This design comes from an exercise in tuning for small area on the open sky130 flow, not from production work. At most, simulation tests tie the RTL to the original design; equivalence was not proved. Power figures rest on the tool's default switching activity, not on a simulated workload.

Setup of north:
==> flow/design.v <==
module shift_reg #(
	parameter DATA_WIDTH = 12,
	parameter SHIFT_LENGTH = 320
) (
	input clk,
	input en,
	input enb,
	input [DATA_WIDTH-1:0] in,
	output [DATA_WIDTH*SHIFT_LENGTH-1:0] taps	 
);
localparam N = DATA_WIDTH * SHIFT_LENGTH;
reg [N-1:0] shift;
always @(posedge clk)
	shift <= ~((shift | {N{en}}) & ({shift[N-DATA_WIDTH-1:0], in} | {N{enb}}));
assign taps = shift;
endmodule
module RAW2GRAY #(
	parameter IMG_W = 1280
) (
	input clk,
	input phase,
	input [11:0] d1,		 
	input [11:0] d2,		 
	input pv,			 
	input pvb,			 
	output [11:0] gray_pixel
);
wire [12:0] pair = d1 + d2;
wire [13*(IMG_W/2)-1:0] line;
shift_reg #(.DATA_WIDTH(13), .SHIFT_LENGTH(IMG_W/2)) sr (
	.clk(clk),
	.en(pv),
	.enb(pvb),
	.in(pair ^ {13{phase}}),
	.taps(line)
);
wire [12:0] above = line[13*(IMG_W/2)-1 -: 13] ^ {13{phase}};
wire [13:0] sum = pair + above;
assign gray_pixel = sum[13:2];
endmodule
module image_buffer #(
	parameter PIXEL_LENGTH = 320
) (
	input clk,
	input rst,
	input phase,
	input en,
	input enb,
	input [11:0] pixel_in,
	output [2:0][2:0][11:0] data_matrix
);
localparam N = 3 * PIXEL_LENGTH + 1;	 
wire [11:0] in = pixel_in ^ {12{phase}};
reg [11:0] w0, w1;
wire [12*N-1:0] rest;
always @(posedge clk, negedge rst) begin
	if (!rst) begin
		w0 <= 12'd0;
		w1 <= 12'd0;
	end else begin
		w0 <= ~((w0 | {12{en}}) & (in | {12{enb}}));
		w1 <= ~((w1 | {12{en}}) & (w0 | {12{enb}}));
	end
end
shift_reg #(.DATA_WIDTH(12), .SHIFT_LENGTH(N)) sr (
	.clk(clk),
	.en(en),
	.enb(enb),
	.in(w1),
	.taps(rest)
);
genvar k, m;
generate
	for (k = 0; k < 3; k = k + 1) begin : g_row
		for (m = 0; m < 3; m = m + 1) begin : g_col
			assign data_matrix[k][m] = rest[12*(PIXEL_LENGTH*(k+1)+m-2) +: 12] ^ {12{phase}};
		end
	end
endgenerate
endmodule
module conv(
	input [2:0][2:0][11:0] data_matrix,
	input input_switch,
	output [11:0] conv_out
);
wire [11:0] a = input_switch ? data_matrix[2][0] : data_matrix[0][2];
wire [11:0] b = input_switch ? data_matrix[2][1] : data_matrix[1][2];
wire [11:0] c = input_switch ? data_matrix[0][1] : data_matrix[1][0];
wire [11:0] d = input_switch ? data_matrix[0][2] : data_matrix[2][0];
wire [11:0] x = a + {b[10:0], 1'b0} + data_matrix[2][2];
wire [11:0] y = data_matrix[0][0] + {c[10:0], 1'b0} + d;
wire [12:0] diff = {1'b0, x} - {1'b0, y};
assign conv_out = diff[12] ? -diff[11:0] : diff[11:0];
endmodule
module imgproc #(
	parameter IMG_W = 640,	 
	parameter IMG_H = 480	 
) (
	input iCLK, 		 
	input iRST, 		 
	input [11:0] iDATA,	 
	input iDVAL,		 
	input [15:0] iX_Cont,	 
	input [15:0] iY_Cont,	 
	input iSW,		 
	output[11:0]  oRed,	 
	output[11:0]  oGreen,	 
	output[11:0]  oBlue,	 
	output oDVAL		 
);
reg [11:0] d1, d2;
always @(posedge iCLK) begin
	d1 <= iDATA;
	d2 <= d1;
end
wire pair_now = iDVAL & iX_Cont[0];		 
wire gray_now = pair_now & iY_Cont[0];		 
reg pv, pvb, gv, gvb;
reg phase;
reg started;
always @(posedge iCLK, negedge iRST) begin
	if (!iRST) begin
		pv <= 1'b0;
		pvb <= 1'b1;
		gv <= 1'b0;
		gvb <= 1'b1;
		started <= 1'b0;
		phase <= 1'b0;
	end else begin
		pv <= pair_now;
		pvb <= ~pair_now;
		gv <= gray_now;
		gvb <= ~gray_now;
		started <= started | (iDVAL & iY_Cont[2]);
		phase <= ~phase;
	end
end
wire [11:0] gray_pixel;
RAW2GRAY #(.IMG_W(IMG_W)) grayscale(
	.clk(iCLK),
	.phase(phase),
	.d1(d1),
	.d2(d2),
	.pv(pv),
	.pvb(pvb),
	.gray_pixel(gray_pixel)
);
wire [2:0][2:0][11:0] data_matrix;
image_buffer #(.PIXEL_LENGTH(IMG_W / 2)) imgbuff(
	.clk(iCLK),
	.rst(iRST),
	.phase(phase),
	.en(gv),
	.enb(gvb),
	.pixel_in(gray_pixel),
	.data_matrix(data_matrix)
);
wire [11:0] conv_out;
conv convolution(
	.data_matrix(data_matrix),
	.input_switch(iSW),
	.conv_out(conv_out)
);
assign oDVAL = gray_now & started;
wire masked = (~|iY_Cont[8:3] & (iY_Cont[2] ^ iY_Cont[1]))
	| ~|iX_Cont[9:1]
	| (iX_Cont[9] & &iX_Cont[6:1]);
assign oRed = masked ? 12'd0 : conv_out;
assign oGreen = oRed;
assign oBlue = oRed;
endmodule
export LEC_CHECK = 0
export CAP_MARGIN = 20
export CORE_MARGIN = 2
export CORE_UTILIZATION = 70
export PLACE_DENSITY = 0.8
export SLEW_MARGIN = 20
create_clock -name core_clock -period 10.0 [get_ports {iCLK}]
standard.sh (not shown) runs the stock make flow with config.mk's settings and CLKGATE_MAP_FILE= SYNTH_SCRIPT=/design/flow/synth_recipe.tcl, a recipe that flattens the netlist after the stock synthesis.
==> flow/flow/run.sh <==
#!/bin/bash
# Standard ORFS layout; only the clock tree synthesis arguments differ:
# clusters of at most 20 flip-flops on clkbuf_8 leaf buffers and no dummy loads.
set -euo pipefail
export CTS_ARGS="-sink_clustering_enable -repair_clock_nets -dont_use_dummy_load -sink_clustering_size 20 -sink_clustering_max_diameter 50 -buf_list sky130_fd_sc_hd__clkbuf_8"
bash standard.sh > standard.log 2>&1
north: PASS, flow complete, no timing, DRC or antenna violations
Modified inputs, south compared to north
diff --git a/flow/design.v b/flow/design.v
--- a/flow/design.v
+++ b/flow/design.v
@@ -5,64 +5,60 @@
 	input clk,
 	input en,
 	input enb,
 	input [DATA_WIDTH-1:0] in,
 	output [DATA_WIDTH*SHIFT_LENGTH-1:0] taps	 
 );
-localparam N = DATA_WIDTH * SHIFT_LENGTH;
-reg [N-1:0] shift;
+reg [DATA_WIDTH*SHIFT_LENGTH-1:0] shift;
 always @(posedge clk)
-	shift <= ~((shift | {N{en}}) & ({shift[N-DATA_WIDTH-1:0], in} | {N{enb}}));
+	shift <= ({shift[DATA_WIDTH*(SHIFT_LENGTH-1)-1:0], in} & {DATA_WIDTH*SHIFT_LENGTH{en}})
+	       | (shift & {DATA_WIDTH*SHIFT_LENGTH{enb}});
 assign taps = shift;
 endmodule
 module RAW2GRAY #(
 	parameter IMG_W = 1280
 ) (
 	input clk,
-	input phase,
 	input [11:0] d1,		 
 	input [11:0] d2,		 
 	input pv,			 
 	input pvb,			 
 	output [11:0] gray_pixel
 );
 wire [12:0] pair = d1 + d2;
 wire [13*(IMG_W/2)-1:0] line;
 shift_reg #(.DATA_WIDTH(13), .SHIFT_LENGTH(IMG_W/2)) sr (
 	.clk(clk),
 	.en(pv),
 	.enb(pvb),
-	.in(pair ^ {13{phase}}),
+	.in(pair),
 	.taps(line)
 );
-wire [12:0] above = line[13*(IMG_W/2)-1 -: 13] ^ {13{phase}};
-wire [13:0] sum = pair + above;
+wire [13:0] sum = pair + line[13*(IMG_W/2)-1 -: 13];
 assign gray_pixel = sum[13:2];
 endmodule
 module image_buffer #(
 	parameter PIXEL_LENGTH = 320
 ) (
 	input clk,
 	input rst,
-	input phase,
 	input en,
 	input enb,
 	input [11:0] pixel_in,
 	output [2:0][2:0][11:0] data_matrix
 );
 localparam N = 3 * PIXEL_LENGTH + 1;	 
-wire [11:0] in = pixel_in ^ {12{phase}};
 reg [11:0] w0, w1;
 wire [12*N-1:0] rest;
 always @(posedge clk, negedge rst) begin
 	if (!rst) begin
 		w0 <= 12'd0;
 		w1 <= 12'd0;
 	end else begin
-		w0 <= ~((w0 | {12{en}}) & (in | {12{enb}}));
-		w1 <= ~((w1 | {12{en}}) & (w0 | {12{enb}}));
+		w0 <= (pixel_in & {12{en}}) | (w0 & {12{enb}});
+		w1 <= (w0 & {12{en}}) | (w1 & {12{enb}});
 	end
 end
 shift_reg #(.DATA_WIDTH(12), .SHIFT_LENGTH(N)) sr (
 	.clk(clk),
 	.en(en),
 	.enb(enb),
@@ -70,13 +66,13 @@
 	.taps(rest)
 );
 genvar k, m;
 generate
 	for (k = 0; k < 3; k = k + 1) begin : g_row
 		for (m = 0; m < 3; m = m + 1) begin : g_col
-			assign data_matrix[k][m] = rest[12*(PIXEL_LENGTH*(k+1)+m-2) +: 12] ^ {12{phase}};
+			assign data_matrix[k][m] = rest[12*(PIXEL_LENGTH*(k+1)+m-2) +: 12];
 		end
 	end
 endgenerate
 endmodule
 module conv(
 	input [2:0][2:0][11:0] data_matrix,
@@ -113,46 +109,41 @@
 	d1 <= iDATA;
 	d2 <= d1;
 end
 wire pair_now = iDVAL & iX_Cont[0];		 
 wire gray_now = pair_now & iY_Cont[0];		 
 reg pv, pvb, gv, gvb;
-reg phase;
 reg started;
 always @(posedge iCLK, negedge iRST) begin
 	if (!iRST) begin
 		pv <= 1'b0;
 		pvb <= 1'b1;
 		gv <= 1'b0;
 		gvb <= 1'b1;
 		started <= 1'b0;
-		phase <= 1'b0;
 	end else begin
 		pv <= pair_now;
 		pvb <= ~pair_now;
 		gv <= gray_now;
 		gvb <= ~gray_now;
 		started <= started | (iDVAL & iY_Cont[2]);
-		phase <= ~phase;
 	end
 end
 wire [11:0] gray_pixel;
 RAW2GRAY #(.IMG_W(IMG_W)) grayscale(
 	.clk(iCLK),
-	.phase(phase),
 	.d1(d1),
 	.d2(d2),
 	.pv(pv),
 	.pvb(pvb),
 	.gray_pixel(gray_pixel)
 );
 wire [2:0][2:0][11:0] data_matrix;
 image_buffer #(.PIXEL_LENGTH(IMG_W / 2)) imgbuff(
 	.clk(iCLK),
 	.rst(iRST),
-	.phase(phase),
 	.en(gv),
 	.enb(gvb),
 	.pixel_in(gray_pixel),
 	.data_matrix(data_matrix)
 );
 wire [11:0] conv_out;
### Flow results
- Internal power component of south falls short of that of north by more than a quarter.
- Compared with north, south shows a share of the yosys chip area belonging to registers that is 5.9 points lower.
- north → south: number of sequential cells roughly the same, placed cell count higher.
- Comparing south against north, there is no change at all in H-tree depth.
- Against north, south reports a relative contribution of combinational cells to total power that is lower.
- Timing endpoint of the critical path: oBlue[10] -> north, oRed[10] -> south
- Diff north..south | count of buffers from port buffering | unchanged
- Looking at largest fanout of any net on the critical path, south sits 11 higher than north does.
- Taking north as the reference, in south total power consumption of the routed design now smaller; wire length now larger.
- Setup slack: south more than north
- In the reports for south and north, the larger antenna diode count belongs to north.
- Higher design area goes to south over north.
The RTL of south was laid out without a check of its function.

## separate check: timing with driven ports
The results above use ideal ports. As a check the final layouts listed here were re-extracted and re-timed, cells and wires unchanged.
Step 1 sets driving cells, clkbuf_16 on the clock port and buf_2 on the other inputs (assumed; they add their load-dependent delay and slew).
Step 2 times the ports against the registers' clock, not the clock port: input delays grow and output delays shrink by t, the midpoint of the rising clock arrivals with the driver on.
Slacks: ideal ports / drivers / drivers and shift; pairs: ideal ports / drivers.
run	t (ns)	setup WS [ns]	worst hold slack (ns)	worst setup path after step 2	cell pins on the clock port's net
north	1.421	0.458 / 0.361 / 0.361	0.353 / 0.353 / 0.353	input to output	1
south	1.449	0.742 / 0.713 / 0.713	0.369 / 0.369 / 0.369	input to output	1
After both steps setup and hold are still met in every run listed. The setup slack of north, which loses most, moves by -0.097 ns with the drivers and by -0.097 ns with both steps.
